Background: an optimization exercise with open tools, aiming at small area, a short achievable clock period and few clock cycles per item. Do not read the settings as production practice.
Function was not checked in any run shown here: the RTL went through the layout flow alone.
No run shown here takes its clock network from TritonCTS; it comes from the design's own scripts or RTL.
The flow treats the clock pin as an ideal source. Dropping or thinning the clock tree relies on that and would not hold on a real chip.
Power figures rest on the tool's default switching activity, not on a simulated workload.

<file path="design/flow/config.mk">
export PLATFORM = sky130hd
export DESIGN_NAME = sys
export DESIGN_NICKNAME = sys
export VERILOG_FILES = /design/flow/design.v
export SDC_FILE = /design/flow/constraint.sdc
export NUM_CORES = 4
export LEC_CHECK = 0
export CAP_MARGIN = 20
export CORE_MARGIN = 2
export CORE_UTILIZATION = 65
export PLACE_DENSITY = 0.8
export SETUP_SLACK_MARGIN = 1.8
export SLEW_MARGIN = 20
</file>
<file path="design/flow/constraint.sdc">
create_clock -name core_clock -period 3.2 [get_ports {clk}]
set_input_delay 0.6400 -clock core_clock [delete_from_list [all_inputs] [get_ports {clk}]]
set_output_delay 0.6400 -clock core_clock [all_outputs]
set_load 0.01 [all_outputs]
</file>
<file path="design/flow/design.v">
module sys (
	clk,
	reset,
	addr,
	din,
	dout,
	req,
	wr,
	rdy,
	seed0,
	seed1,
	seed2,
	seed3,
	range
);
input           clk, reset;
input   [63:0]  din;
output  [63:0]  dout;
output  [63:0]  addr;
input   [63:0]  seed0, seed1, seed2, seed3;
output          req;
output          wr;
input           rdy;
input   [63:0]  range;
reg     [63:0]  s0, s1, s2, s3;      
reg             wr_n;                
reg     [15:0]  k_n;                 
reg             rr;                  
reg     [15:0]  h;                   
reg     [18:0]  xc;                  
localparam [15:0] X0 = 16'h0404;
localparam [15:0] X1 = 16'h0808;
localparam [15:0] X2 = 16'h0ef1;
localparam [15:0] X3 = 16'h1010;
localparam [15:0] X4 = 16'h1ae5;
localparam [15:0] X5 = 16'h1de2;
localparam [15:0] X6 = 16'h2020;
localparam [15:0] X7 = 16'h2b2b;
localparam [15:0] X8 = 16'h35ca;
localparam [15:0] X9 = 16'h4040;
localparam [15:0] X10 = 16'h43bc;
localparam [15:0] X11 = 16'h46b9;
localparam [15:0] X12 = 16'h4d4d;
localparam [15:0] X13 = 16'h5353;
localparam [15:0] X14 = 16'h5656;
localparam [15:0] X15 = 16'h5959;
localparam [15:0] X16 = 16'h5ca3;
localparam [15:0] X17 = 16'h728d;
localparam [15:0] X18 = 16'h7887;
reg     [63:0]  addr_r;
reg     [63:0]  dout_r;
reg             req_r;
reg             wr_r;
reg     [6:0]   gq;                  
wire    [63:0]  xpat;
genvar          i;
assign xpat[0] = xc[7];
assign xpat[1] = xc[0];
assign xpat[2] = xc[16];
assign xpat[3] = xc[10];
assign xpat[4] = xc[14];
assign xpat[5] = xc[1];
assign xpat[6] = xc[11];
assign xpat[7] = xc[18];
assign xpat[8] = xc[13];
assign xpat[9] = xc[3];
assign xpat[10] = xc[17];
assign xpat[11] = xc[2];
assign xpat[12] = xc[15];
assign xpat[13] = xc[6];
assign xpat[14] = xc[4];
assign xpat[15] = xc[5];
assign xpat[16] = xc[0];
assign xpat[17] = xc[16];
assign xpat[18] = xc[10];
assign xpat[19] = xc[14];
assign xpat[20] = xc[1];
assign xpat[21] = xc[11];
assign xpat[22] = xc[18];
assign xpat[23] = xc[13];
assign xpat[24] = xc[3];
assign xpat[25] = xc[17];
assign xpat[26] = xc[2];
assign xpat[27] = xc[15];
assign xpat[28] = xc[6];
assign xpat[29] = xc[4];
assign xpat[30] = xc[5];
assign xpat[31] = xc[12];
assign xpat[32] = xc[16];
assign xpat[33] = xc[10];
assign xpat[34] = xc[14];
assign xpat[35] = xc[1];
assign xpat[36] = xc[11];
assign xpat[37] = xc[18];
assign xpat[38] = xc[13];
assign xpat[39] = xc[3];
assign xpat[40] = xc[17];
assign xpat[41] = xc[2];
assign xpat[42] = xc[15];
assign xpat[43] = xc[6];
assign xpat[44] = xc[4];
assign xpat[45] = xc[5];
assign xpat[46] = xc[12];
assign xpat[47] = xc[9];
assign xpat[48] = xc[10];
assign xpat[49] = xc[14];
assign xpat[50] = xc[1];
assign xpat[51] = xc[11];
assign xpat[52] = xc[18];
assign xpat[53] = xc[13];
assign xpat[54] = xc[3];
assign xpat[55] = xc[17];
assign xpat[56] = xc[2];
assign xpat[57] = xc[15];
assign xpat[58] = xc[6];
assign xpat[59] = xc[4];
assign xpat[60] = xc[5];
assign xpat[61] = xc[12];
assign xpat[62] = xc[9];
assign xpat[63] = xc[8];
wire    [63:0]  cur;
integer         c;
generate
	for (i = 0; i < 4; i = i + 1) begin : g_cur
		assign cur[16*i +: 16] =
			(s0[16*i +: 16] & {16{h[4*i]}})   | (s1[16*i +: 16] & {16{h[4*i+1]}}) |
			(s2[16*i +: 16] & {16{h[4*i+2]}}) | (s3[16*i +: 16] & {16{h[4*i+3]}});
	end
endgenerate
wire    [63:0]  carry;
generate
	for (i = 0; i < 64; i = i + 1) begin : g_carry
		if (i < 8)
			assign carry[i] = &{1'b1, din[i - i%8 +: 8] | (8'hff << (i%8))};
		else
			assign carry[i] = &gq[i/8-1:0] & &(din[i - i%8 +: 8] | (8'hff << (i%8)));
	end
	for (i = 0; i < 7; i = i + 1) begin : g_gq
		always @(posedge clk)
			gq[i] <= &din[8*i+7:8*i];
	end
endgenerate
always @(posedge clk) begin
	if (reset) begin
		s0 <= seed0;
		s1 <= seed1;
		s2 <= seed2;
		s3 <= seed3;
	end
	if (reset) begin
		wr_n <= 1'b0;
		k_n  <= 16'd1;
	end
	else if (rdy) begin
		wr_n <= ~wr_n;
		if (!wr_n && h[3])
			k_n <= {k_n[14:0], k_n[15]};
	end
	rr     <= ~reset & rdy & ~wr_n;
	for (c = 0; c < 4; c = c + 1)
		if (reset)
			h[4*c +: 4] <= 4'b0001;
		else if (rr)
			h[4*c +: 4] <= {h[4*c +: 3], h[4*c+3]};
	xc[0] <= |(k_n & X0);
	xc[1] <= |(k_n & X1);
	xc[2] <= |(k_n & X2);
	xc[3] <= |(k_n & X3);
	xc[4] <= |(k_n & X4);
	xc[5] <= |(k_n & X5);
	xc[6] <= |(k_n & X6);
	xc[7] <= |(k_n & X7);
	xc[8] <= |(k_n & X8);
	xc[9] <= |(k_n & X9);
	xc[10] <= |(k_n & X10);
	xc[11] <= |(k_n & X11);
	xc[12] <= |(k_n & X12);
	xc[13] <= |(k_n & X13);
	xc[14] <= |(k_n & X14);
	xc[15] <= |(k_n & X15);
	xc[16] <= |(k_n & X16);
	xc[17] <= |(k_n & X17);
	xc[18] <= |(k_n & X18);
	req_r  <= ~reset;
	wr_r   <= wr_n;
	addr_r <= (cur ^ xpat) & range;
	dout_r <= din ^ carry;
end
assign req  = req_r;
assign wr   = wr_r;
assign addr = addr_r;
assign dout = dout_r;
endmodule
</file>
<file path="design/flow/flow/run.sh">
#!/bin/bash
# Standard ORFS layout with two changes:
#  - port buffers are buf_1 cells (buffer_ports otherwise picks
#    clkdlybuf4s50_1, a slow delay cell);
#  - the clock tree is built by flow/cts.tcl (two buffer levels) instead of
#    TritonCTS (three levels of buffers): two levels of clock inverters,
#    which lowers the clock latency.
# Each step's full output goes to make_<step>.log here; ORFS's own logs are
# under orfs/logs.
set -euo pipefail
here=$(pwd)
export CTREE_TCL=$here/flow/ctree.tcl
export PULL_TCL=$here/flow/pull.tcl
A=(BUFFER_PORTS_ARGS="-buffer_cell sky130_fd_sc_hd__buf_1")
bash standard.sh "${A[@]}" place > make_place.log 2>&1
bash standard.sh "${A[@]}" run RUN_SCRIPT="$here/flow/cts.tcl" RUN_LOG_NAME_STEM=4_1_cts > make_cts.log 2>&1
bash standard.sh "${A[@]}" finish > make_finish.log 2>&1
</file>
<file path="design/flow/flow/ctree.tcl">
# Custom two-level clock tree: the clock port drives NMID buffers, each of
# which drives NLEAF/NMID leaf buffers; each leaf drives one cluster of
# flip-flops. Clusters come from splitting the sinks into equal-count
# columns by x, then each column into equal-count groups by y.
proc ctree_outpin {cell} {
  set m [[ord::get_db] findMaster $cell]
  foreach mt [$m getMTerms] {
    if {[$mt getIoType] eq "OUTPUT"} { return [$mt getName] }
  }
  error "no output pin on $cell"
}

proc ctree_build {clk_port nmid_x nmid_y nleaf_x nleaf_y mid_cell leaf_cell} {
  set block [ord::get_db_block]
  set leaf_out [ctree_outpin $leaf_cell]
  if {$mid_cell ne "none"} { set mid_out [ctree_outpin $mid_cell] }
  set net [[$block findBTerm $clk_port] getNet]
  set sinks {}
  foreach it [$net getITerms] {
    set inst [$it getInst]
    set bb [$inst getBBox]
    set x [expr {([$bb xMin] + [$bb xMax]) / 2}]
    set y [expr {([$bb yMin] + [$bb yMax]) / 2}]
    lappend sinks [list $x $y [$inst getName] [[$it getMTerm] getName]]
  }
  set n [llength $sinks]
  puts "ctree: $n sinks"
  # split into nmid_x*nleaf_x columns, then each into nmid_y*nleaf_y rows
  set ncol [expr {$nmid_x * $nleaf_x}]
  set nrow [expr {$nmid_y * $nleaf_y}]
  set byx [lsort -integer -index 0 $sinks]
  set leaves {}
  for {set c 0} {$c < $ncol} {incr c} {
    set lo [expr {($c * $n) / $ncol}]
    set hi [expr {(($c + 1) * $n) / $ncol - 1}]
    set col [lsort -integer -index 1 [lrange $byx $lo $hi]]
    set m [llength $col]
    for {set r 0} {$r < $nrow} {incr r} {
      set lo2 [expr {($r * $m) / $nrow}]
      set hi2 [expr {(($r + 1) * $m) / $nrow - 1}]
      lappend leaves [list $c $r [lrange $col $lo2 $hi2]]
    }
  }
  set site_w 460
  set row_h 2720
  # leaf buffers
  set li 0
  array set mids {}
  foreach lf $leaves {
    lassign $lf c r members
    set sx 0; set sy 0
    foreach s $members { incr sx [lindex $s 0]; incr sy [lindex $s 1] }
    set cx [expr {$sx / [llength $members]}]
    set cy [expr {$sy / [llength $members]}]
    set name "ctree_leaf_$li"
    set nname "ctree_leafnet_$li"
    make_instance $name $leaf_cell
    odb::dbNet_create $block $nname
    foreach s $members {
      set pin "[lindex $s 2]/[lindex $s 3]"
      disconnect_pin $clk_port $pin
      connect_pin $nname $pin
    }
    connect_pin $nname $name/$leaf_out
    set inst [$block findInst $name]
    $inst setLocation [expr {($cx / $site_w) * $site_w}] [expr {($cy / $row_h) * $row_h}]
    $inst setPlacementStatus PLACED
    [$block findNet $nname] setSigType CLOCK
    set mx [expr {$c / $nleaf_x}]
    set my [expr {$r / $nleaf_y}]
    lappend mids($mx,$my) [list $name $cx $cy]
    incr li
  }
  # mid buffers
  set mi 0
  if {$mid_cell eq "none"} {
    foreach key [lsort [array names mids]] {
      foreach l $mids($key) { connect_pin $clk_port [lindex $l 0]/A }
    }
    $net setSigType CLOCK
    puts "ctree: $li leaf buffers driven by the port"
    return
  }
  foreach key [lsort [array names mids]] {
    set sx 0; set sy 0
    foreach l $mids($key) { incr sx [lindex $l 1]; incr sy [lindex $l 2] }
    set k [llength $mids($key)]
    set cx [expr {$sx / $k}]; set cy [expr {$sy / $k}]
    set name "ctree_mid_$mi"
    set nname "ctree_midnet_$mi"
    make_instance $name $mid_cell
    odb::dbNet_create $block $nname
    foreach l $mids($key) { connect_pin $nname [lindex $l 0]/A }
    connect_pin $nname $name/$mid_out
    connect_pin $clk_port $name/A
    set inst [$block findInst $name]
    $inst setLocation [expr {($cx / $site_w) * $site_w}] [expr {($cy / $row_h) * $row_h}]
    $inst setPlacementStatus PLACED
    [$block findNet $nname] setSigType CLOCK
    incr mi
  }
  $net setSigType CLOCK
  puts "ctree: $li leaf buffers, $mi mid buffers"
}
</file>
<file path="design/flow/flow/cts.tcl">
# ORFS's cts.tcl with TritonCTS replaced by a two-level clock tree built by
# ctree.tcl (clock port -> 4 inverters -> 16 leaf inverters -> flip-flops).
# Before that, pull.tcl moves each output port's flip-flop next to the
# port's buffer.
utl::set_metrics_stage "cts__{}"
source $::env(SCRIPTS_DIR)/load.tcl
erase_non_stage_variables cts
load_design 3_place.odb 3_place.sdc

repair_clock_inverters

set_dont_use $::env(DONT_USE_CELLS)

source $::env(CTREE_TCL)
source $::env(PULL_TCL)
pull_output_flops
ctree_build clk 2 2 2 2 sky130_fd_sc_hd__clkinv_16 sky130_fd_sc_hd__clkinv_16
set_propagated_clock [all_clocks]

estimate_parasitics -placement

set_placement_padding -global \
  -left $::env(CELL_PAD_IN_SITES_DETAIL_PLACEMENT) \
  -right $::env(CELL_PAD_IN_SITES_DETAIL_PLACEMENT)
detailed_placement
estimate_parasitics -placement

repair_timing_helper
detailed_placement
check_placement -verbose

report_clock_latency
report_metrics 4 "cts final"

orfs_write_db $::env(RESULTS_DIR)/4_1_cts.odb
orfs_write_sdc $::env(RESULTS_DIR)/4_cts.sdc
</file>
<file path="design/flow/flow/pull.tcl">
# Move the flip-flop that drives each output port's buffer next to that
# buffer, so the flip-flop's output wire is short.
proc pull_output_flops {} {
  set block [ord::get_db_block]
  set n 0
  foreach bt [$block getBTerms] {
    if {[$bt getIoType] ne "OUTPUT"} { continue }
    set net [$bt getNet]
    if {$net eq "NULL"} { continue }
    set buf ""
    foreach it [$net getITerms] { if {[$it isOutputSignal]} { set buf [$it getInst] } }
    if {$buf eq ""} { continue }
    set in_net ""
    foreach it [$buf getITerms] { if {[$it isInputSignal]} { set in_net [$it getNet] } }
    if {$in_net eq "" || $in_net eq "NULL"} { continue }
    set drv ""
    foreach it [$in_net getITerms] { if {[$it isOutputSignal]} { set drv [$it getInst] } }
    if {$drv eq ""} { continue }
    if {![[$drv getMaster] isSequential]} { continue }
    if {[llength [$in_net getITerms]] != 2} { continue }
    set loc [$buf getLocation]
    $drv setLocation [lindex $loc 0] [lindex $loc 1]
    incr n
  }
  puts "pull_output_flops: moved $n flip-flops"
}
</file>
<file path="design/flow/standard.sh">
#!/bin/bash
# synth_recipe.tcl (not shown) runs the flow's synth.tcl, then flattens the netlist and writes it again
# the make line also repeats each setting of config.mk as NAME=value (left out here)
make -C /OpenROAD-flow-scripts/flow DESIGN_CONFIG=/design/flow/config.mk WORK_HOME=/design/flow/orfs CLKGATE_MAP_FILE= SYNTH_SCRIPT=/design/flow/synth_recipe.tcl "${@:-finish}"
</file>
==> results list, run 1 <==
- The flow ran to the end and the layout has no timing, DRC or antenna violations.
- In the final routed layout, each cell accounts on average for around 24 um.
- The analysis attributes to cell leakage a power of between 6 and 7 nW.
* DRT antenna net count: 0
* Cell Area, Synth: 15,900 um2
- Setup violations remaining at the end of the flow were counted as 0.
- Sequential cell area in the final layout: 11,500 um2
- Commonest cells post-synth: 256 x sky130_fd_sc_hd__edfxtp_1, 190 x sky130_fd_sc_hd__dfxtp_1, 128 x sky130_fd_sc_hd__a22o_1
- Clock Skew: 0.0142 ns
* Std-Cell Rows: 57
- Global routing finished with a remaining overflow of 0.
- Counting the fill cells in the layout gives 1,417.
- Number of global-route vias before repair: 11,400
- Post-synthesis async set-or-reset flop share: 0
* Count of flip-flops with a built-in enable after synthesis: ~260
- For this run, global-route usage on met3 was measured as 0.0652.
- For this run, design rule violations remaining after detail routing come to 0.
- Most instantiated library cell after synthesis: sky130_fd_sc_hd__edfxtp_1
- Mean instance size in the synthesized netlist: 14.4 um2
- Area fraction of the dominant cell type after synthesis: 0.485
- Measured slew at the worst slew-check pin: 0.535 ns
- Static timing analysis puts the maximum clock frequency at 685 MHz.
* CP Data Required Time: 3.32 ns
* Die span in x: 160 um
- Power spread over the standard cell area amounts to 530 nW/um2.
- For hold timing, the worst endpoint is wr_r.
- GR Util met2: 0.611
- Maximum vdd ir drop: 457 uV
- Summed over all layers, the routed wires come to 47.3 mm.
- Total global-route track usage: 0.347
* Post-synthesis instance total: 1,100
* Hold Crit Depth: 0
* Setup Crit Path Kind: in2reg
- During placement, the flow inserted port buffers numbering 516.
- In this run, distinct cell masters in the synthesized netlist total 34.
- The worst register-to-register path has a setup slack of between 1.5 and 2 ns.
* Count of cells along the worst register-to-register path: 4
* Origin of the worst min-delay path: wr_n
- In this run the critical register-to-register path is captured at dout_r[54].
- In the final design database the tool counted 2,013 nets.
- Clock latency on the worst-skew pair: between 0.2 and 0.25 ns
- Slew headroom: 0.643
- Avg Vias per Cell: 6.03
- met2 is the most crowded layer.
- The core region is 24,100 um2.
* Sequential area share after synthesis: 0.725
* Arrival time of data at the critical path endpoint: between 1.5 and 2 ns
* Final Wtd Congestion: approximately 0.95
- Setup repair after global routing could not meet its margin everywhere.
- Accumulated negative setup slack: 0 ns
- For this design the top-level I/O count stands at just over 500.
- Critical Path Source Type: primary input
- GRT met1 Usage: 0.428
- For this run, the number of Yosys warnings is 1.
- The initial antenna violation count was 13.
- The tool flagged a number of max-cap violations equal to 0.
* Cell types with the largest area share after synthesis: sky130_fd_sc_hd__edfxtp_1 49%, sky130_fd_sc_hd__dfxtp_1 24%, sky130_fd_sc_hd__a22o_1 7.1%, sky130_fd_sc_hd__and3b_1 3.6%, sky130_fd_sc_hd__nor3_1 2.9%
* Area growth from synthesis to layout: 20.5%
- The smallest clock period supported by the final layout is computed as 1.46 ns.
* Clk slew on worst S/H paths: 0.07 ns
- Post-synthesis sequential element count: around 450
- Post-synthesis net count: 1,497
- Hold timing on the final database bottoms out at a slack of around 0.45 ns.
- The first global-routing pass estimated approximately 67 mm of wire.
- Footprint of the multi-input gates: about 4200 um2
- Summed over all instances, the cell type with the most area after synthesis is sky130_fd_sc_hd__edfxtp_1.
- Of all nets on the critical path, the largest fanout is 4.
- Fin. Hold Viols: 0
- Entering global routing, the biggest net connects 91 pins.
* Die ar.: approximately 26,000 um2
- The final count of pins violating max slew is 0.
- The initial utilization of the core area, before any placement, comes to 0.658.
- Detailed routing inserted a total of 11,800 vias.
- In the final layout, the share of cells above drive strength 1 is 0.0620.
- The first TritonRoute pass finished after 9 iterations.
- Worst min-delay path category: reg2reg
- Reg2Reg Launch Point: gq[3]
- STA classifies the critical path endpoint as a flip-flop.
* Die Ht: 160 um
* Detail Placement HPWL: 31.9 mm
* Most instantiated flip-flop cell in the synthesis netlist: sky130_fd_sc_hd__edfxtp_1
- Tcrit/Tclk final: 0.456
- After the first detailed-routing iteration, the DRC count stood at about 1,400.
-- per-stage QoR --
| stage | setup WS (ns) | utilization | cell area (um2) | cells | total power (W) |
|---|---|---|---|---|---|
| after floorplan | 1.77 | - | 15900 | 1100 | 0.00711 |
| after global placement | 1.23 | 0.749 | 18100 | 1902 | 0.00755 |
| after detailed placement | 1.18 | 0.749 | 18100 | 1902 | 0.00760 |
| after global routing | 1.73 | 0.792 | 19100 | 1949 | 0.0104 |
| final | 1.74 | 0.792 | 19100 | 1954 | 0.0101 |
-- layout by cell type (no fill, tap or decap), drive strengths merged, types with 2 or more instances in the layout --
| cell type | instances |
|---|---|
| nand2 | 51 |
| a21oi | 15 |
| nor2 | 32 |
| nand4 | 18 |
| nor3 | 92 |
| xor2 | 33 |
| and3b | 66 |
| clkinv | 20 |
| edfxtp | 256 |
| a22o | 128 |
| or2 | 3 |
| clkbuf | 15 |
| inv | 18 |
| ha | 10 |
| nor4 | 11 |
| dfxtp | 190 |
| mux2i | 16 |
| nand3b | 2 |
| nand3 | 22 |
| and3 | 6 |
| xnor2 | 21 |
| and2 | 2 |
| diode | 16 |
| buf | 519 |
| o21ai | 64 |
-- timing repair --
action	CTS	global route
gates resized for setup	32	43
cloned	2	4
hold buffers	0	0
pin swaps	4	10
setup buffers	4	6
setup endpoints to repair	381	300
-- state kept, by name (all words and copies together), names as in the netlist --
name and count:
s1 64, wr_r 1, addr_r 64, xc 19, k_n 16, wr_n 1
s2 64, req_r 1, s3 64, s0 64, gq 7, rr 1
h 16, dout_r 64
-- area by class of cell --
cell class | instances | share of cell area
Sequential cell | 446 | 0.604
Multi-Input combinational cell | 596 | 0.220
Timing Repair Buffer | 534 | 0.118
Antenna cell | 16 | 0.00210
Tap cell | 324 | 0.0212
Inverter | 38 | 0.0350
-- worst max-delay path, cell delays in order --
cell and delay, ns:
sky130_fd_sc_hd__buf_1 0.20, sky130_fd_sc_hd__and3_1 0.28, sky130_fd_sc_hd__nand4_1 0.18, sky130_fd_sc_hd__xnor2_1 0.28
-- worst max path at each step --
stage | slack, ns | to | start
2_1_floorplan | 1.77 | gq[0] | din[0]
3_3_place_gp | 1.23 | dout_r[41] | gq[0]
3_5_place_dp | 1.18 | dout_r[41] | gq[0]
4_1_cts | 1.71 | s2[56] | reset
5_1_grt | 1.73 | dout_r[23] | din[17]
6_report | 1.74 | dout_r[46] | din[43]
-- kinds of logic after synthesis --
family,Yosys count,synth area share
flip-flops,446,0.725
AND/OR/NAND/NOR,307,0.114
AO/OA/AOI/OAI,207,0.0957
buffers and inverters,60,0.0176
XOR/XNOR,54,0.0298
multiplexers,16,0.0101
adder cells (fa/ha/maj),10,0.00789
-- power breakdown --
part / switching (W) / total (W) / internal [W]
logic: 0.000470 / 0.000860 / 0.000390
registers: 0.000204 / 0.00668 / 0.00648
clock network: 0.00210 / 0.00258 / 0.000480
-- layer usage --
layer,wire (um),share of wire,vias to the layer above
met4,2260,0.048,2
li1,-,-,5200
met5,13,0.00028,-
met2,23900,0.50,831
met1,16400,0.35,5584
met3,4760,0.10,156
==> run 2: changes to the inputs <==
--- a/design/flow/config.mk
+++ b/design/flow/config.mk
@@ -7,2 +7,3 @@
 export LEC_CHECK = 0
+export ABC_CLOCK_PERIOD_IN_PS = 1300
 export CAP_MARGIN = 20
==> run 2 against run 1 <==
Against the previous run: still clean on timing, DRC and antenna; sequential share of layout area unchanged; synthesized cell count unchanged; clock skew unchanged; first-iteration DRC count unchanged; die area unchanged; combinational power about the same; global-route usage unchanged; power unchanged; worst hold slack unchanged; cell area unchanged; highest routed layer unchanged.
==> results list, run 2 <==
* Result of the run: complete, no violations
* CP Data Required Time: 3.32 ns
- WL final: between 40 and 50 mm
- Synthesis produced a netlist with a net count of 1,497.
- Of the total power, the share spent switching nets is 0.274.
- Clock latency on the worst-skew pair: 0.22 ns
- Sorting the synthesized cells by how often they occur yields 256 x sky130_fd_sc_hd__edfxtp_1, 190 x sky130_fd_sc_hd__dfxtp_1, 128 x sky130_fd_sc_hd__a22o_1.
* Final-layout fill cell count: 1,417
* Number of pins with negative max-slew slack in the final report: 0
- Fin. Hold Viols: 0
* Antenna violations before repair: 13
- Clock Skew: 0.0142 ns
- The die is about 160 um wide.
- Total DRC errors in the routed layout: 0
- In this run the tightest slew margin relative to its limit is 0.643.
- Setup Crit Path Kind: in2reg
- Part of the power in registers: 0.660
- Post-synthesis async set-or-reset flop share: 0
* Combinational Power Share: 0.085
- Cell-by-cell listing of the critical path: buf_1 > and3_1 > nand4_1 > xnor2_1
- Iteration-0 DRC Markers: 1,439
- Post-synthesis sequential element count: around 450
- Port-buffer cells: 516
* Measured slew at the worst slew-check pin: 0.535 ns
* Most instantiated flip-flop cell in the synthesis netlist: sky130_fd_sc_hd__edfxtp_1
* Pwr dens: 530 nW/um2
- Std-Cell Rows: 57
* Arrival time of data at the critical path endpoint: 1.58 ns
- For this run, the number of Yosys warnings is 1.
- Summed over all failing endpoints, the final setup total negative slack is 0 ns.
- Met3 track demand over resource: 0.0652
* Clock period minus worst slack: 1.46 ns
- The worst setup path is launched from a primary input.
- Tcrit/Tclk final: 0.456
- Leaving out fill and tap cells, the most frequent cell in the layout is sky130_fd_sc_hd__buf_1.
- The core region is roughly 24,000 um2.
- Switching Power: 0.00278 W
- In the final routed layout, each cell accounts on average for 24.2 um.
- Compared with the post-synthesis result, the final layout area differs by 20.5%.
- Total global-route track usage: 0.347
* Count of distinct cell types in the synthesized netlist: 34
- Top Usage Layer GRT: met2
- Mean instance size in the synthesized netlist: 14.4 um2
- Number of global-route vias before repair: around 11,000
- The count of nets left with antenna violations once routing finished came out at 0.
* Wire length of the first global-routing pass: 67.2 mm
* GR Util met2: 0.611
- Cell internal power was estimated by the tool at 0.00735 W.
- sky130_fd_sc_hd__edfxtp_1 takes more of the synthesized area than any other cell.
- Setup repair after global routing missed its margin: yes
- Counting flops with a built-in enable in the synthesized netlist gives 256.
* Maximum number of pins on one net before global-route repair: 91
- Once layout is complete, the utilization of the core stands at 0.792.
- Avg Vias per Cell: 6.03
- Of the total power, the clock network draws 0.255.
* Total number of vias: 11,800
- Initial Util: 0.658
- Kind of end point of the critical path: flip-flop
- Cell types with the largest area share after synthesis: sky130_fd_sc_hd__edfxtp_1 49%, sky130_fd_sc_hd__dfxtp_1 24%, sky130_fd_sc_hd__a22o_1 7.1%, sky130_fd_sc_hd__and3b_1 3.6%, sky130_fd_sc_hd__nor3_1 2.9%
- Clk slew on worst S/H paths: 0.07 ns
- Share of cells above drive strength 1: 0.0620
* Die Ht: 160 um
- P_leak: 6.86 nW
- Based on the critical path, the design can be clocked at up to 685 MHz.
* Sequential area share after synthesis: 0.725
- In this run the worst path has a maximum fanout of 4.
* Aggregate global routing overflow: 0
- After routing the design area is 19,100 um2.
- Area fraction of the dominant cell type after synthesis: 0.485
* Worst min-delay path category: reg2reg
- Placed standard-cell area: 18,100 um2
* Post-synthesis instance total: ~1,100
* Number of I/O pins: 517
- The cell area that synthesis handed to floorplanning was 15,900 um2.
- For met1 alone, demand over resource in global routing was 0.428.
* Final-report setup violation count: 0
- The number of hold buffers added after CTS was 0.
- By instance count, the leading cell after synthesis is sky130_fd_sc_hd__edfxtp_1.
* CP max stage cell: sky130_fd_sc_hd__and3_1
- Detail Placement HPWL: 31.9 mm
- Final Wtd Congestion: between 0.9 and 1
- Number of nets in the final layout: 2,013
- In the layout the commonest cells are 499 x sky130_fd_sc_hd__buf_1, 256 x sky130_fd_sc_hd__edfxtp_1, 170 x sky130_fd_sc_hd__dfxtp_1, 128 x sky130_fd_sc_hd__a22o_1, 86 x sky130_fd_sc_hd__nor3_1.
- Maximum vdd ir drop: 457 uV
- The first detailed-routing pass took 9 iterations.
- Max-cap violations in this run came to 0.
- Biggest cell delay along the critical path: 0.28 ns
- The floorplan step defined a die boundary enclosing 25,600 um2.
## run 2: cell counts after synthesis
No cell type changed its count.
## run 2: layout make-up
type / count / area, um2 / area share
diodes: 16 / 40.0 / 0.00210
inverters: 38 / 668 / 0.0350
well taps: 324 / 405 / 0.0212
repair buffers: 534 / 2250 / 0.118
flip-flops and latches: 446 / 11500 / 0.604
multi-input cells: 596 / 4210 / 0.220
## run 2: kinds of logic (layout without fill, tap and decap cells)
logic type | Yosys count | in the layout | share of synthesized area
fa+ha+maj | 10 | 10 | 0.00789
xor+xnor | 54 | 54 | 0.0298
compound gates | 207 | 207 | 0.0957
buf+inv | 60 | 572 | 0.0176
simple gates | 307 | 309 | 0.114
mux | 16 | 16 | 0.0101
other cells | 0 | 16 | 0
flops | 446 | 446 | 0.725
## run 2: what timing repair did
item | in CTS | in global routing
pin swaps | 4 | 10
cloned | 2 | 4
gates resized for setup | 32 | 43
buffers inserted | 4 | 6
setup endpoints to repair | 381 | 300
hold endpoints to repair | 0 | 0
## run 2: power groups by stage
stage               combinational, W  sequential, W  clock, W
global route                0.000930        0.00671   0.00281
finish                      0.000860        0.00668   0.00258
global placement            0.000754        0.00680         0
floorplan                   0.000344        0.00677         0
detailed placement          0.000782        0.00681         0
CTS                         0.000828        0.00668   0.00259
## run 2: worst paths after layout
check / start / to / slack [ns] / cells past startpoint
hold reg to reg: wr_n / wr_r / 0.45 / 0
setup / recovery: din[43] / dout_r[46] / 1.74 / 4
hold / removal: wr_n / wr_r / 0.45 / 0
setup reg to reg: gq[3] / dout_r[54] / 1.84 / 4
## run 2: worst max-delay path: cells and delay by family
kind          cells  cell delay [ns]
simple gates      2             0.46
xor+xnor          1             0.28
buf+inv           1             0.20
## run 2: stage by stage
step	hold slack [ns]	setup WS [ns]	std cells	power (W)
floorplan	0.379	1.77	1100	0.00711
global placement	0.395	1.23	1902	0.00755
detailed placement	0.407	1.18	1902	0.00760
global route	0.460	1.73	1949	0.0104
finish	0.446	1.74	1954	0.0101
## run 2: routing by layer
metal / vias to the layer above / wire [um] / share of wire
met5: - / 13 / 0.00028
met4: 2 / 2260 / 0.048
met3: 156 / 4760 / 0.10
met2: 831 / 23900 / 0.50
met1: 5584 / 16400 / 0.35
li1: 5200 / - / -
==> run 3: changes to the inputs <==
--- a/design/flow/flow/cts.tcl
+++ b/design/flow/flow/cts.tcl
@@ -16,3 +16,3 @@
 pull_output_flops
-ctree_build clk 2 2 2 2 sky130_fd_sc_hd__clkinv_16 sky130_fd_sc_hd__clkinv_16
+ctree_build clk 2 2 2 2 sky130_fd_sc_hd__clkinv_16 sky130_fd_sc_hd__clkinv_8
 set_propagated_clock [all_clocks]
--- a/design/flow/config.mk
+++ b/design/flow/config.mk
@@ -7,3 +7,2 @@
 export LEC_CHECK = 0
-export ABC_CLOCK_PERIOD_IN_PS = 1300
 export CAP_MARGIN = 20
@@ -12,3 +11,3 @@
 export PLACE_DENSITY = 0.8
-export SETUP_SLACK_MARGIN = 1.8
+export SETUP_SLACK_MARGIN = 1.75
 export SLEW_MARGIN = 20
==> run 3 against run 2 <==
Against the previous run: synthesized cell count unchanged; largest cell class unchanged; die area unchanged; worst setup slack got worse by 0.011 ns; worst hold slack got worse by 0.026 ns; sequential power about the same; sequential share of layout area increased by 1.1 points; still clean.
==> results list, run 3 <==
* Result of the run: complete, no violations
- The commonest cells after synthesis are 256 x sky130_fd_sc_hd__edfxtp_1, 190 x sky130_fd_sc_hd__dfxtp_1, 128 x sky130_fd_sc_hd__a22o_1.
- Post-synthesis instance total: 1,100
* Share of cells above drive strength 1: 0.0503
- The via count of the first global-routing pass came to 11,300.
- Leaving out filler cells and counting taps, the final layout contains 1,948.
* Number of I/O pins: 517
- For this run, the number of Yosys warnings is 1.
- The final count of pins violating max slew came to 0.
* Detail Placement HPWL: approximately 32 mm
- Most instantiated library cell after synthesis: sky130_fd_sc_hd__edfxtp_1
* Measured slew at the worst slew-check pin: 0.538 ns
- Initial Util: 0.658
- After clock tree synthesis, the clock-pin slew on the worst setup and hold paths is roughly 0.1 ns.
- Footprint of the multi-input gates: 4160 um2
- The number of different library cells used by synthesis comes to 34.
- Arrival time of data at the critical path endpoint: 1.53 ns
* Std-Cell Rows: 57
* Die Ht: 160 um
- The initial antenna violation count was 11.
- DRT antenna net count: 0
- Most frequent cells in the layout: 511 x sky130_fd_sc_hd__buf_1, 256 x sky130_fd_sc_hd__edfxtp_1, 173 x sky130_fd_sc_hd__dfxtp_1, 128 x sky130_fd_sc_hd__a22o_1, 86 x sky130_fd_sc_hd__nor3_1
- Most frequent standard cell in the layout excluding fill and tap cells: sky130_fd_sc_hd__buf_1
- WL final: 45.2 mm
* Port-buffer cells: 516
- Switch share: 0.252
- After detailed routing, the average wire length per cell comes to 23.2 um.
* Critical Path Source Type: primary input
- In this run, synthesis inferred 256 flip-flops with an integrated enable.
* Maximum vdd ir drop: between 400 and 500 uV
- Max-cap violations in this run came to 0.
- Clock Skew: 0.0169 ns
- Final-layout fill cell count: 1,493
- Total number of vias: 11,500
* Finished Core Util: 0.777
* Pwr dens: 514 nW/um2
* Router iterations before antenna repair: 6
* Setup repair after global routing missed its margin: yes
* Die span in x: 160 um
- Max Fanout on Critical Path: 6
* Total DRC errors in the routed layout: 0
* Post-synthesis net count: 1,497
- The congestion estimate from routability-driven global placement came to around 0.91.
- The floorplan step defined a core boundary enclosing between 20,000 and 25,000 um2.
* Area growth from synthesis to layout: 18.1%
* Accumulated negative setup slack: 0 ns
* Maximum number of pins on one net before global-route repair: 52
- The synthesized netlist occupies a cell area of 15,900 um2.
* Post-synthesis async set-or-reset flop share: 0
- In this run the static leakage power is around 6.7 nW.
- Biggest area consumer among synthesized cells: sky130_fd_sc_hd__edfxtp_1
- Post-synthesis sequential element count: 446
- The critical path is of the in2reg type.
- Aggregate global routing overflow: 0
* Number of nets in the final layout: between 2,000 and 2,500
- Sequential area share after synthesis: 0.725
* Portion of total power attributed to the clock network: 0.219
- Iteration-0 DRC Markers: 1,142
* Sequential cell area in the final layout: approximately 12,000 um2
* Most instantiated flip-flop cell in the synthesis netlist: sky130_fd_sc_hd__edfxtp_1
* Clock latency on the worst-skew pair: 0.19 ns
- Summed over all nets, the switching power comes to 0.00243 W.
- Cell Count Post-Placement: 1,909
- Cell Int Power: 0.00720 W
- The worst setup path is captured at a flip-flop.
* F_max: just under 700 MHz
- Wire length of the first global-routing pass: 65.8 mm
- Avg Vias per Cell: 5.91
- Combinational Power Share: 0.087
* Mean instance size in the synthesized netlist: 14.4 um2
- The path class of the tightest hold or removal check is reg2reg.
- In the global route stage, overall resource usage came out at 0.339.
- In the finished design, the share of the clock period the worst path needs comes to 0.460.
- CTS Hold Bufs: 0
- CP Data Required Time: between 3 and 4 ns
- Part of the power in registers: 0.694
* Final-report setup violation count: 0
- The share of synthesized area in the top cell type comes to 0.485.
- Ranked by total cell area, the synthesized netlist is headed by sky130_fd_sc_hd__edfxtp_1 49%, sky130_fd_sc_hd__dfxtp_1 24%, sky130_fd_sc_hd__a22o_1 7.1%, sky130_fd_sc_hd__and3b_1 3.6%, sky130_fd_sc_hd__nor3_1 2.9%.
* Power, Total: 0.00963 W
* Slew headroom: 0.641
- Fin. Hold Viols: 0
- For the finished layout, the period the worst path requires is 1.47 ns.
- The die covers 25,600 um2.
==> run 3: cell counts after synthesis <==
Identical to the previous run, type by type.
==> run 3: layer usage <==
layer,GRT usage,vias to the layer above,routed length (um)
met5,0,-,0
met4,0.135,0,2110
met3,0.0774,127,4560
met2,0.600,692,22800
met1,0.404,5508,15700
li1,-,5179,-
==> run 3: cells by family (layout without fill, tap and decap cells) <==
| logic type | count (synthesis) | count (layout) | share of synthesized area |
|---|---|---|---|
| simple gates | 307 | 307 | 0.114 |
| buf+inv | 60 | 571 | 0.0176 |
| xor+xnor | 54 | 54 | 0.0298 |
| mux | 16 | 16 | 0.0101 |
| compound gates | 207 | 207 | 0.0957 |
| flops | 446 | 446 | 0.725 |
| other cells | 0 | 13 | 0 |
| fa+ha+maj | 10 | 10 | 0.00789 |
==> run 3: final timing paths <==
check | slack, ns | to | start | cells past startpoint
setup / recovery | 1.73 | dout_r[28] | din[25] | 4
hold / removal | 0.42 | wr_r | wr_n | 0
setup reg to reg | 1.79 | dout_r[37] | gq[1] | 4
hold reg to reg | 0.42 | wr_r | wr_n | 0
==> run 3: worst max-delay path, stage by stage <==
cell,delay (ns)
sky130_fd_sc_hd__buf_1,0.19
sky130_fd_sc_hd__nand3_2,0.18
sky130_fd_sc_hd__nor3_2,0.16
sky130_fd_sc_hd__xor2_1,0.36
==> run 3: cell type report <==
| type | instances | share of cell area |
|---|---|---|
| flip-flops and latches | 446 | 0.615 |
| multi-input cells | 594 | 0.222 |
| repair buffers | 533 | 0.116 |
| inverters | 38 | 0.0239 |
| well taps | 324 | 0.0217 |
| diodes | 13 | 0.00174 |
==> run 3: power by group through the flow <==
stage | sequential [W] | clock [W] | combinational [W]
finish | 0.00668 | 0.00211 | 0.000835
CTS | 0.00668 | 0.00213 | 0.000829
detailed placement | 0.00681 | 0 | 0.000796
global route | 0.00671 | 0.00231 | 0.000908
floorplan | 0.00677 | 0 | 0.000344
global placement | 0.00679 | 0 | 0.000767
==> run 3: repair_timing <==
item,in CTS,in global routing
endpoints found under the setup margin,355,32
resized for setup,22,16
pin swaps,4,4
setup buffers,4,2
==> run 3: metrics by stage <==
step	area [um2]	hold slack (ns)	worst slack, ns
3_3_place_gp	18200	0.398	1.26
2_1_floorplan	15900	0.379	1.76
5_1_grt	18700	0.436	1.69
6_report	18700	0.420	1.73
3_5_place_dp	18200	0.401	1.25
==> run 4: changes to the inputs <==
--- a/design/flow/design.v
+++ b/design/flow/design.v
@@ -53,3 +53,3 @@
 reg             wr_r;
-reg     [6:0]   gq;                  
+reg     [14:0]  gq;                  
 wire    [63:0]  xpat;
@@ -132,10 +132,10 @@
 	for (i = 0; i < 64; i = i + 1) begin : g_carry
-		if (i < 8)
-			assign carry[i] = &{1'b1, din[i - i%8 +: 8] | (8'hff << (i%8))};
+		if (i < 4)
+			assign carry[i] = &{1'b1, din[i - i%4 +: 4] | (4'hf << (i%4))};
 		else
-			assign carry[i] = &gq[i/8-1:0] & &(din[i - i%8 +: 8] | (8'hff << (i%8)));
+			assign carry[i] = &gq[i/4-1:0] & &(din[i - i%4 +: 4] | (4'hf << (i%4)));
 	end
-	for (i = 0; i < 7; i = i + 1) begin : g_gq
+	for (i = 0; i < 15; i = i + 1) begin : g_gq
 		always @(posedge clk)
-			gq[i] <= &din[8*i+7:8*i];
+			gq[i] <= &din[4*i+3:4*i];
 	end
--- a/design/flow/flow/cts.tcl
+++ b/design/flow/flow/cts.tcl
@@ -16,3 +16,3 @@
 pull_output_flops
-ctree_build clk 2 2 2 2 sky130_fd_sc_hd__clkinv_16 sky130_fd_sc_hd__clkinv_8
+ctree_build clk 2 2 2 2 sky130_fd_sc_hd__clkinv_16 sky130_fd_sc_hd__clkinv_16
 set_propagated_clock [all_clocks]
--- a/design/flow/config.mk
+++ b/design/flow/config.mk
@@ -11,3 +11,3 @@
 export PLACE_DENSITY = 0.8
-export SETUP_SLACK_MARGIN = 1.75
+export SETUP_SLACK_MARGIN = 1.8
 export SLEW_MARGIN = 20
==> run 4 against run 3 <==
Against the previous run: global-route usage down 0.19 points; critical path depth increased by 2; core utilization up 3.1 points; combinational power increased by about 20%; cell area grew 4.6%; clock power grew 22%; worst hold slack better by 0.0083 ns; flip-flop and latch count up 8; die area rose by 0.89%; via count shrank 3.4%; synthesized area rose by 0.91%.
==> results list, run 4 <==
* Result of the run: complete, no violations
* Total global-route track usage: 0.337
- The total overflow left after global routing is 0.
* Port-buffer cells: roughly 520
- Most frequent cells in the layout: 504 x sky130_fd_sc_hd__buf_1, 256 x sky130_fd_sc_hd__edfxtp_1, 170 x sky130_fd_sc_hd__dfxtp_1, 99 x sky130_fd_sc_hd__xnor2_1, 72 x sky130_fd_sc_hd__and2_1
* Area fraction of the dominant cell type after synthesis: 0.481
- The final count of pins violating max slew came to 0.
* Maximum number of pins on one net before global-route repair: 71
- Counting flops with a built-in enable in the synthesized netlist gives around 260.
- Yosys warning total: 1
- Pwr dens: 531 nW/um2
- Clk slew on worst S/H paths: 0.07 ns
- Die ar.: 25,900 um2
- F_max: 676 MHz
* Post-synthesis instance total: between 1,000 and 1,500
- Combinational Power Share: 0.097
- Tcrit/Tclk final: 0.463
- Total power for the finished layout comes to 0.0104 W.
- The die is 161 um tall.
* Switch share: 0.274
* Post-synthesis sequential element count: 454
- On the final layout, the worst clock skew is approximately 0.011 ns.
- Most frequent standard cell in the layout excluding fill and tap cells: sky130_fd_sc_hd__buf_1
* Cell Int Power: ~0.0075 W
- Worst min-delay path category: reg2reg
- In this run the standard cell core region covers approximately 24,000 um2.
- Measured slew at the worst slew-check pin: between 0.5 and 0.6 ns
* Number of global-route vias before repair: 11,100
- Area growth from synthesis to layout: 22.4%
* Clock latency on the worst-skew pair: about 0.21 ns
- From left edge to right edge, the die measures between 150 and 200 um.
- In the final design database the tool counted 1,951 nets.
- The initial antenna violation count was 15.
* Mean instance size in the synthesized netlist: 15.4 um2
- Arrival time of data at the critical path endpoint: 1.61 ns
* Routed wirelength normalized by instance count: between 20 and 25 um
- Slew headroom: 0.610
- Critical Path Source Type: flip-flop
- Wire length of the first global-routing pass: 65.0 mm
- The final-report hold violation count came to 0.
* DRT antenna net count: 0
- Once routing completed, OpenROAD measured the worst setup slack at approximately 1.7 ns.
* Most instantiated flip-flop cell in the synthesis netlist: sky130_fd_sc_hd__edfxtp_1
- Post-synthesis net count: 1,433
- Summed over all nets, the switching power comes to 0.00285 W.
* Detail Placement HPWL: 31.6 mm
* Setup repair after global routing missed its margin: yes
- P_leak: 6.87 nW
- Placed standard-cell area: between 15,000 and 20,000 um2
* Kind of end point of the critical path: flip-flop
- Of all flip-flops after synthesis, the portion carrying an async set or reset was 0.
* Part of the power in registers: 0.655
- Accumulated negative setup slack: 0 ns
* Final-report setup violation count: 0
- Max-cap violations in this run came to 0.
- Commonest cells post-synth: 256 x sky130_fd_sc_hd__edfxtp_1, 198 x sky130_fd_sc_hd__dfxtp_1, 105 x sky130_fd_sc_hd__xnor2_1
- Clock period minus worst slack: 1.48 ns
- Iteration-0 DRC Markers: 1,399
* Initial Util: 0.660
- Final Wtd Congestion: 0.913
- Most instantiated library cell after synthesis: sky130_fd_sc_hd__edfxtp_1
* Biggest area consumer among synthesized cells: sky130_fd_sc_hd__edfxtp_1
- The final route contains 11,100 vias.
- Number of I/O pins: 517
* Std-Cell Rows: 57
- Synthesis instantiated 40 different standard cells from the library.
- Sequential area share after synthesis: 0.728
- Of the cells placed in the final design, the portion with a size suffix greater than 1 is 0.115.
- Total DRC errors in the routed layout: 0
- In the post-synthesis netlist, the biggest area contributors are sky130_fd_sc_hd__edfxtp_1 48%, sky130_fd_sc_hd__dfxtp_1 25%, sky130_fd_sc_hd__xnor2_1 5.7%, sky130_fd_sc_hd__a22o_1 3.5%, sky130_fd_sc_hd__a221oi_2 3.0%.
- Cell Count Post-Placement: 1,828
- Summing all non-filler instances in the final layout gives an area of 19,600 um2.
* Non-Filler Instances: 1,895
- The first detailed-routing pass ran for 5 iterations.
- Portion of total power attributed to the clock network: 0.248
- In this run the worst path has a maximum fanout of 6.
- For the worst setup path, the data required time is around 3.3 ns.
- OpenSTA, run right after detailed placement, puts the worst setup slack at approximately 1.4 ns.
- Cell Area, Synth: 16,000 um2
- CTS Hold Bufs: 0
- Summed over all layers, the routed wires come to 46.7 mm.
- By startpoint and endpoint, the worst setup path is classified as reg2reg.
* Avg Vias per Cell: slightly below 6
- Maximum vdd ir drop: roughly 490 uV
==> run 4: cell types whose count changed in the layout (fill, tap and decap cells not counted), moves of 16 or more <==
cell and change:
sky130_fd_sc_hd__clkinv_8 -16, sky130_fd_sc_hd__and2_1 +70, sky130_fd_sc_hd__nor3_1 -81, sky130_fd_sc_hd__dfxtp_4 +18
sky130_fd_sc_hd__xnor2_1 +78, sky130_fd_sc_hd__and3b_1 -64, sky130_fd_sc_hd__clkinv_16 +16, sky130_fd_sc_hd__a22o_1 -64
sky130_fd_sc_hd__xor2_1 -21, sky130_fd_sc_hd__a221oi_2 +50, sky130_fd_sc_hd__o21ai_0 -64
==> run 4: critical path: stages (launching register included) <==
cell                      delay (ns)
sky130_fd_sc_hd__dfxtp_2        0.36
sky130_fd_sc_hd__nand4_4        0.11
sky130_fd_sc_hd__buf_12         0.16
sky130_fd_sc_hd__nor3_4         0.27
sky130_fd_sc_hd__and2_1         0.17
sky130_fd_sc_hd__ha_1           0.15
sky130_fd_sc_hd__xor2_1         0.18
==> run 4: worst paths after layout <==
kind,cells past startpoint,from,to,slack [ns]
min reg2reg,0,wr_n,wr_r,0.43
min,0,wr_n,wr_r,0.43
max,6,gq[2],dout_r[53],1.72
max reg2reg,6,gq[2],dout_r[53],1.72
==> run 4: final cells by class <==
cell class / count / area [um2]
Sequential cell: 454 / 11700
Fill cell: 1329 / 4670
Multi-Input combinational cell: 526 / 4380
Timing Repair Buffer: 550 / 2400
Inverter: 23 / 612
Tap cell: 324 / 405
Antenna cell: 18 / 45.0
==> run 4: cell families (layout without fill, tap and decap cells) <==
| group | after synthesis | in the layout | synth area share |
|---|---|---|---|
| multiplexers | 16 | 16 | 0.0100 |
| buffers and inverters | 58 | 573 | 0.0161 |
| AND/OR/NAND/NOR | 238 | 239 | 0.0859 |
| other | 0 | 18 | 0 |
| adder cells (fa/ha/maj) | 9 | 9 | 0.00704 |
| XOR/XNOR | 119 | 119 | 0.0652 |
| AO/OA/AOI/OAI | 143 | 143 | 0.0873 |
| flip-flops | 454 | 454 | 0.728 |
==> run 4: repair_timing <==
action / 4_1_cts / 5_1_grt
resized for setup: 58 / 58
endpoints found under the setup margin: 268 / 185
buffers inserted: 15 / 10
cloned: 1 / 3
pin swaps: 11 / 21
==> run 4: through the flow <==
stage / hold WS (ns) / utilization
2_1_floorplan: 0.379 / -
3_3_place_gp: 0.395 / 0.750
3_5_place_dp: 0.402 / 0.750
5_1_grt: 0.442 / 0.807
6_report: 0.428 / 0.807
==> run 4: metal layers <==
metal	share of wire	vias to the layer above	routed length, um	global-route usage
met3	0.093	134	4320	0.0759
met2	0.50	652	23300	0.580
li1	-	4873	-	-
met1	0.36	5447	16700	0.406
met4	0.051	10	2390	0.162
met5	0.0015	-	69	0
==> run 4: power groups by stage <==
| stage | combinational [W] | clock (W) | sequential (W) |
|---|---|---|---|
| floorplan | 0.000440 | 0 | 0.00689 |
| global placement | 0.000866 | 0 | 0.00692 |
| detailed placement | 0.000894 | 0 | 0.00694 |
| CTS | 0.000945 | 0.00261 | 0.00681 |
| global route | 0.00108 | 0.00283 | 0.00684 |
| finish | 0.00100 | 0.00258 | 0.00681 |
==> run 5: changes to the inputs <==
--- a/design/flow/config.mk
+++ b/design/flow/config.mk
@@ -11,3 +11,3 @@
 export PLACE_DENSITY = 0.8
-export SETUP_SLACK_MARGIN = 1.8
+export SETUP_SLACK_MARGIN = 1.86
 export SLEW_MARGIN = 20
==> run 5 against run 4 <==
Against the previous run: still clean on timing, DRC and antenna; worst hold slack better by 0.022 ns; fmax is 2.4% lower; clock power is 2% higher; flip-flop and latch count stayed put; sequential share of layout area is 2.3 points lower; die area stayed put; synthesized area stayed put; worst setup slack worse by 0.036 ns; power is 2.2% higher; clock skew is 0.0049 ns higher.
==> results list, run 5 <==
* Result of the run: complete, no violations
- The number of cells on the worst reg-to-reg path is 5.
* Final Instance Area: 20,400 um2
- Clock Skew: 0.0159 ns
- Slew headroom: 0.635
- Setup Crit Path Kind: reg2reg
- The first global-routing pass estimated just under 70 mm of wire.
* Pwr dens: 521 nW/um2
- Timing analysis after detailed placement gives a worst setup slack of roughly 1.2 ns.
* Cell Area, Synth: 16,000 um2
* Routed wirelength normalized by instance count: 26.6 um
- After clock tree synthesis, the flow added hold-fix buffers numbering 0.
- Die Ht: 161 um
* Post-synthesis async set-or-reset flop share: 0
- Origin of the worst min-delay path: wr_n
- In this run, synthesis produced a sequential element count of 454.
* Worst Path Buf+Inv: 1
- Fin. Hold Viols: 0
- Port-buffer cells: approximately 520
- The final count of pins violating max slew is 0.
- For this run, design rule violations remaining after detail routing come to 0.
* Setup repair after global routing missed its margin: yes
- Most instantiated library cell after synthesis: sky130_fd_sc_hd__edfxtp_1
- Die span in x: 161 um
- Final-layout fill cell count: approximately 1,200
* Hold Crit Depth: 0
* Post-synthesis instance total: 1,037
* Count of distinct cell types in the synthesized netlist: 40
- For this run, the number of Yosys warnings is 1.
* Worst min-delay path category: reg2reg
* Biggest area consumer among synthesized cells: sky130_fd_sc_hd__edfxtp_1
- Mean instance size in the synthesized netlist: 15.4 um2
* Reg2reg setup slack: 1.68 ns
- Static timing analysis puts the maximum clock frequency at 660 MHz.
* Most frequent cells in the layout: 401 x sky130_fd_sc_hd__buf_1, 256 x sky130_fd_sc_hd__edfxtp_1, 158 x sky130_fd_sc_hd__dfxtp_1, 97 x sky130_fd_sc_hd__xnor2_1, 70 x sky130_fd_sc_hd__clkbuf_2
- Total number of vias: 11,700
- At the end of the flow the core is filled with cells to 0.842.
- In the synthesized netlist the dominant register cell turns out to be sky130_fd_sc_hd__edfxtp_1.
- Tcrit/Tclk final: 0.474
* Commonest cells post-synth: 256 x sky130_fd_sc_hd__edfxtp_1, 198 x sky130_fd_sc_hd__dfxtp_1, 105 x sky130_fd_sc_hd__xnor2_1
- Aggregate global routing overflow: 0
* CP Data Required Time: 3.32 ns
- Before antenna repair, the detailed router went through 6 iterations.
- Tracing the worst setup path back leads to its startpoint at h[0].
* Maximum vdd ir drop: 425 uV
- Measured slew at the worst slew-check pin: 0.548 ns
* Arrival time of data at the critical path endpoint: 1.64 ns
- Capture endpoint of the worst hold path: wr_r
* DRT antenna net count: 0
- Footprint of the multi-input gates: 4620 um2
* Final Wtd Congestion: 0.938
- Fin worst setup slack: ~1.7 ns
* Cell-by-cell listing of the critical path: buf_6 > a22o_1 > a221oi_2 > xnor2_1 > and2_1
- Of the post-synthesis cell area, the dominant cell type holds 0.481.
- Entering global routing, the biggest net connects 43 pins.
* Die ar.: 25,900 um2
- Cell types with the largest area share after synthesis: sky130_fd_sc_hd__edfxtp_1 48%, sky130_fd_sc_hd__dfxtp_1 25%, sky130_fd_sc_hd__xnor2_1 5.7%, sky130_fd_sc_hd__a22o_1 3.5%, sky130_fd_sc_hd__a221oi_2 3.0%
* Clock period minus worst slack: 1.52 ns
- Yosys mapped a number of flops with a built-in enable equal to 256.
- The HPWL after detailed placement is 31.8 mm.
- After clock tree synthesis, the clock-pin slew on the worst setup and hold paths is 0.07 ns.
* Share of cells above drive strength 1: 0.224
- In this run the critical register-to-register path is launched from h[0].
* Number of nets in the final layout: just under 2,000
- For this design the top-level I/O count stands at 517.
- The largest single stage delay on the critical path is between 0.3 and 0.4 ns.
- CP max stage cell: sky130_fd_sc_hd__dfxtp_4
- Leaving out fill and tap cells, the most frequent cell in the layout is sky130_fd_sc_hd__buf_1.
* Endpoint of the lowest-slack register-to-register path: addr_r[5]
- For the worst-skew pair, the clock arrives at the later sink with an insertion delay of 0.22 ns.
- The final layout contains routed wiring with a total length of 51.3 mm.
* Total global-route track usage: 0.355
- The worst setup path is captured at a flip-flop.
* Maximum Capacitance Violations: 0
- In the routed layout, each cell is associated on average with a via count of 6.05.
- Core ar.: about 24,000 um2
* Sequential cell area in the final layout: 11,800 um2
* Final-report setup violation count: 0
- Family of cells with the greatest summed delay on the critical path: compound AO/OA/AOI/OAI gates
- In this run the core area contains 57 standard-cell rows.
* Sequential area share after synthesis: 0.728
- Relative to the synthesized area, the layout overhead comes to 27.6%.
- Antenna violations before repair: 18
- After detailed placement, the total cell area comes to 18,300 um2.
- Adding up every negative setup slack in the final design gives 0 ns.
- Initial Util: 0.660
- Max Fanout on Critical Path: 7
* Iteration-0 DRC Markers: 1,411
* Post-synthesis net count: 1,433
- Number of global-route vias before repair: 11,400
* P_leak: 7.49 nW
- Critical Path Source Type: flip-flop
==> run 5: cell counts after synthesis <==
Identical to the previous run, type by type.
==> run 5: logic make-up (layout without fill, tap and decap cells) <==
| family | after synthesis | after routing | share of synthesized area |
|---|---|---|---|
| adder cells (fa/ha/maj) | 9 | 9 | 0.00704 |
| multiplexers | 16 | 16 | 0.0100 |
| AO/OA/AOI/OAI | 143 | 143 | 0.0873 |
| buffers and inverters | 58 | 605 | 0.0161 |
| flip-flops | 454 | 454 | 0.728 |
| XOR/XNOR | 119 | 119 | 0.0652 |
| other | 0 | 17 | 0 |
| AND/OR/NAND/NOR | 238 | 239 | 0.0859 |
==> run 5: layer usage <==
metal	share of wire	GRT usage	vias to the layer above
li1	-	-	4930
met1	0.34	0.439	5661
met2	0.49	0.597	839
met3	0.10	0.0847	215
met4	0.060	0.167	12
met5	0.0014	0	-
==> run 5: what timing repair did <==
| action | CTS | global route |
|---|---|---|
| setup endpoints to repair | 435 | 211 |
| buffers inserted | 36 | 17 |
| pin swaps | 22 | 82 |
| gates cloned | 4 | 1 |
| resized for setup | 138 | 169 |
==> run 5: worst max path at each step <==
stage | cells past startpoint | to | slack [ns]
after CTS | 6 | dout_r[53] | 1.75
after floorplan | 4 | dout_r[52] | 1.79
after global placement | 2 | s3[25] | 1.25
after global routing | 6 | dout_r[57] | 1.65
final | 5 | addr_r[5] | 1.68
after detailed placement | 2 | s1[27] | 1.23
==> run 5: stage by stage <==
stage	hold slack (ns)	instances	power [W]
3_5_place_dp	0.402	1831	0.00785
6_report	0.451	1926	0.0106
3_3_place_gp	0.404	1831	0.00780
2_1_floorplan	0.379	1037	0.00733
5_1_grt	0.465	1920	0.0110
==> run 5: cell type report <==
class	count	area share
Multi-Input combinational cell	526	0.226
Sequential cell	454	0.576
Tap cell	324	0.0199
Antenna cell	17	0.00208
Inverter	23	0.0300
Timing Repair Buffer	582	0.146
==> run 5: worst reg2reg max path: stages, from the launching register on <==
cell and delay [ns]:
sky130_fd_sc_hd__dfxtp_4 0.39, sky130_fd_sc_hd__buf_6 0.14, sky130_fd_sc_hd__a22o_1 0.22, sky130_fd_sc_hd__a221oi_2 0.23, sky130_fd_sc_hd__xnor2_1 0.18, sky130_fd_sc_hd__and2_1 0.27
==> run 5: report_power, final <==
group	internal [W]	switching [W]
registers	0.00659	0.000228
clock network	0.000482	0.00214
logic	0.000588	0.000607
==> run 6: changes to the inputs <==
--- a/design/flow/config.mk
+++ b/design/flow/config.mk
@@ -7,2 +7,3 @@
 export LEC_CHECK = 0
+export ABC_CLOCK_PERIOD_IN_PS = 1300
 export CAP_MARGIN = 20
@@ -11,3 +12,3 @@
 export PLACE_DENSITY = 0.8
-export SETUP_SLACK_MARGIN = 1.86
+export SETUP_SLACK_MARGIN = 1.8
 export SLEW_MARGIN = 20
==> run 6 against run 5 <==
Against the previous run: global-route usage fell by 1.8 points; clock power fell by 2%; largest cell class unchanged; critical path type unchanged; worst setup slack improved by 0.036 ns; critical endpoint is now dout_r[53]; flip-flop and latch count did not move; largest power group unchanged.
==> results list, run 6 <==
- Result of the run: complete, no violations
- WL final: 46.7 mm
- Maximum number of pins on one net before global-route repair: slightly above 70
* Total DRC errors in the routed layout: 0
- Clock Skew: roughly 0.011 ns
- Die span in x: 161 um
- Pwr dens: about 530 nW/um2
* Critical Path Source Type: flip-flop
- Post-synthesis instance total: 1,037
- Port-buffer cells: 516
* Sequential cell area in the final layout: between 10,000 and 15,000 um2
- Switching Power: 0.00285 W
- The share of synthesized area in the top cell type comes to 0.481.
- Final-layout fill cell count: 1,329
* Arrival time of data at the critical path endpoint: around 1.6 ns
- Most instantiated flip-flop cell in the synthesis netlist: sky130_fd_sc_hd__edfxtp_1
- Traced cell by cell, the critical path runs through nand4_4 > buf_12 > nor3_4 > and2_1 > ha_1 > xor2_1.
* Accumulated negative setup slack: 0 ns
- Detailed placement finished with a half-perimeter wire length of 31.6 mm.
* Cell types with the largest area share after synthesis: sky130_fd_sc_hd__edfxtp_1 48%, sky130_fd_sc_hd__dfxtp_1 25%, sky130_fd_sc_hd__xnor2_1 5.7%, sky130_fd_sc_hd__a22o_1 3.5%, sky130_fd_sc_hd__a221oi_2 3.0%
- In this run the remaining antenna-violating nets after routing total 0.
- For this design, the slowest cell found on the critical path is sky130_fd_sc_hd__dfxtp_2.
- Area growth from synthesis to layout: 22.4%
- P_leak: a little under 7 nW
- The multi-input combinational cells in the finished layout cover a total of roughly 4400 um2.
- Once layout is done, the placed cells without fillers occupy 19,600 um2.
- Headroom to the max-slew limit came out at 0.610.
* Initial Util: 0.660
- Summing internal, switching and leakage power gives about 0.010 W.
- The synthesized netlist occupies a cell area of 16,000 um2.
- Die Ht: 161 um
- Core ar.: 24,200 um2
- Maximum vdd ir drop: approximately 500 uV
- Biggest cell delay along the critical path: 0.36 ns
* Clock latency on the worst-skew pair: 0.21 ns
- Combinational Power Share: 0.097
- For the finished layout, the period the worst path requires is 1.48 ns.
- The congestion estimate from routability-driven global placement came to 0.913.
- For this run, the post-layout net count is between 1,500 and 2,000.
- Iteration-0 DRC Markers: 1,399
* Maximum Capacitance Violations: 0
* Worst min-delay path category: reg2reg
- At the worst endpoint, the required time is 3.33 ns.
- For this run, asynchronously set or reset flops after synthesis account for 0.
- Placed standard-cell area: 18,200 um2
- The final count of pins violating max slew is 0.
- Mean instance size in the synthesized netlist: 15.4 um2
- Of the cells placed in the final design, the portion with a size suffix greater than 1 is 0.115.
* Router iterations before antenna repair: 5
- The via count of the first global-routing pass came to 11,100.
- Part of the power in registers: 0.655
- For this run, the number of Yosys warnings is 1.
- Biggest area consumer among synthesized cells: sky130_fd_sc_hd__edfxtp_1
- Antenna violations before repair: 15
- In the global route stage, overall resource usage came out at 0.337.
* Std-Cell Rows: 57
- Dividing the detail-routed via count by the number of cells gives 5.87.
- Of all nets on the critical path, the largest fanout is 6.
- Derived from the worst setup path, the maximum achievable clock frequency is 676 MHz.
- The synthesized netlist contains 40 unique library cells.
* Setup Crit Path Kind: reg2reg
- Post-synthesis net count: about 1,400
* Number of I/O pins: between 500 and 600
- Measured slew at the worst slew-check pin: 0.585 ns
* Fin. Hold Viols: 0
* Setup repair after global routing missed its margin: yes
- Of the available clock period, the critical path in the final layout requires 0.463.
* Cell Int Power: 0.00755 W
- Counting flops with a built-in enable in the synthesized netlist gives 256.
- Die ar.: between 20,000 and 30,000 um2
* Aggregate global routing overflow: 0
* Kind of end point of the critical path: flip-flop
- Wire length of the first global-routing pass: 65.0 mm
- In this run, post-CTS hold repair placed 0 buffers.
* Post-synthesis sequential element count: 454
- Setup violations remaining at the end of the flow were counted as 0.
* Commonest cells post-synth: 256 x sky130_fd_sc_hd__edfxtp_1, 198 x sky130_fd_sc_hd__dfxtp_1, 105 x sky130_fd_sc_hd__xnor2_1
- Of the total power, the share spent switching nets is 0.274.
* Sequential area share after synthesis: 0.728
* Most frequent cells in the layout: 504 x sky130_fd_sc_hd__buf_1, 256 x sky130_fd_sc_hd__edfxtp_1, 170 x sky130_fd_sc_hd__dfxtp_1, 99 x sky130_fd_sc_hd__xnor2_1, 72 x sky130_fd_sc_hd__and2_1
- OpenSTA, run right after detailed placement, puts the worst setup slack at 1.37 ns.
- Dividing the detail-routed wire length by the instance count gives ~25 um.
* Most instantiated library cell after synthesis: sky130_fd_sc_hd__edfxtp_1
- Portion of total power attributed to the clock network: 0.248
- After clock tree synthesis, the clock-pin slew on the worst setup and hold paths is roughly 0.070 ns.
- Total number of vias: 11,100
- The worst path meets setup with 1.72 ns of slack.
- Most frequent standard cell in the layout excluding fill and tap cells: sky130_fd_sc_hd__buf_1
run 6: cell types whose count changed in the layout (fill, tap and decap cells not counted), moves of 10 or more:
| cell | before | now |
|---|---|---|
| sky130_fd_sc_hd__buf_1 | 401 | 504 |
| sky130_fd_sc_hd__a221oi_2 | 61 | 50 |
| sky130_fd_sc_hd__dfxtp_2 | 19 | 9 |
| sky130_fd_sc_hd__dfxtp_1 | 158 | 170 |
| sky130_fd_sc_hd__buf_6 | 18 | 6 |
| sky130_fd_sc_hd__buf_2 | 30 | 3 |
| sky130_fd_sc_hd__a221oi_1 | 2 | 14 |
| sky130_fd_sc_hd__clkbuf_2 | 70 | 8 |
| sky130_fd_sc_hd__buf_4 | 40 | 17 |
run 6: cells by family (layout without fill, tap and decap cells):
family	after synthesis	after routing	share of synthesized area
AO/OA/AOI/OAI	143	143	0.0873
AND/OR/NAND/NOR	238	239	0.0859
adder cells (fa/ha/maj)	9	9	0.00704
other	0	18	0
buffers and inverters	58	573	0.0161
flip-flops	454	454	0.728
multiplexers	16	16	0.0100
XOR/XNOR	119	119	0.0652
run 6: final timing paths:
kind | start | to | slack, ns | depth (start not counted)
max | gq[2] | dout_r[53] | 1.72 | 6
min | wr_n | wr_r | 0.43 | 0
max reg2reg | gq[2] | dout_r[53] | 1.72 | 6
min reg2reg | wr_n | wr_r | 0.43 | 0
run 6: per-stage QoR:
stage	util	cells	hold WS [ns]
5_1_grt	0.807	1886	0.442
2_1_floorplan	-	1037	0.379
3_5_place_dp	0.750	1828	0.402
6_report	0.807	1895	0.428
3_3_place_gp	0.750	1828	0.395
run 6: what timing repair did:
action                     CTS  global route
gates cloned                 1             3
setup endpoints to repair  268           185
resized for setup           58            58
buffers inserted            15            10
pin swaps                   11            21
run 6: critical path, delay by kind of cell, from the launching register on:
| kind | cells | cell delay (ns) |
|---|---|---|
| simple gates | 3 | 0.55 |
| flops | 1 | 0.36 |
| xor+xnor | 1 | 0.18 |
| buf+inv | 1 | 0.16 |
| fa+ha+maj | 1 | 0.15 |
run 6: power by group through the flow:
stage / combinational, W / sequential (W) / clock (W)
2_1_floorplan: 0.000440 / 0.00689 / 0
3_3_place_gp: 0.000866 / 0.00692 / 0
3_5_place_dp: 0.000894 / 0.00694 / 0
4_1_cts: 0.000945 / 0.00681 / 0.00261
5_1_grt: 0.00108 / 0.00684 / 0.00283
6_report: 0.00100 / 0.00681 / 0.00258
run 6: per-layer routing:
metal  share of wire  vias to the layer above  routed length (um)  GRT usage
met5          0.0015                        -                  69          0
met4           0.051                       10                2390      0.162
met3           0.093                      134                4320     0.0759
met2            0.50                      652               23300      0.580
met1            0.36                     5447               16700      0.406
li1                -                     4873                   -          -
run 6: cell type report:
cell class,count,area share
Inverter,23,0.0312
Sequential cell,454,0.599
Multi-Input combinational cell,526,0.224
Antenna cell,18,0.00230
Tap cell,324,0.0207
Timing Repair Buffer,550,0.123

-- re-timing with driven ports --
The flow's constraints put no driver on any port. The routed layouts listed below were extracted and timed again, unchanged, in two steps.
Step 1, drivers: a clkbuf_16 drives clk and a buf_2 each remaining input, both assumed.
Step 2 moves the port delays by t, midway between the first and last clock arrival at a register: inputs arrive t later, outputs are due t later. That takes back most of the time a late clock gives input paths.
a / b / c = ideal ports / drivers / drivers and shift; a / b = the first two.
run | shift t [ns] | slack for setup (ns) | worst data-port slew with drivers (ns)
run 1 | 0.453 | 1.740 / 1.554 / 1.503 | 0.12
run 2 | 0.453 | 1.740 / 1.554 / 1.503 | 0.12
run 3 | 0.413 | 1.729 / 1.529 / 1.522 | 0.12
run 4 | 0.444 | 1.720 / 1.582 / 1.512 | 0.12
run 5 | 0.448 | 1.684 / 1.595 / 1.577 | 0.12
run 6 | 0.444 | 1.720 / 1.582 / 1.512 | 0.12
After both steps setup and hold are still met in every run listed.
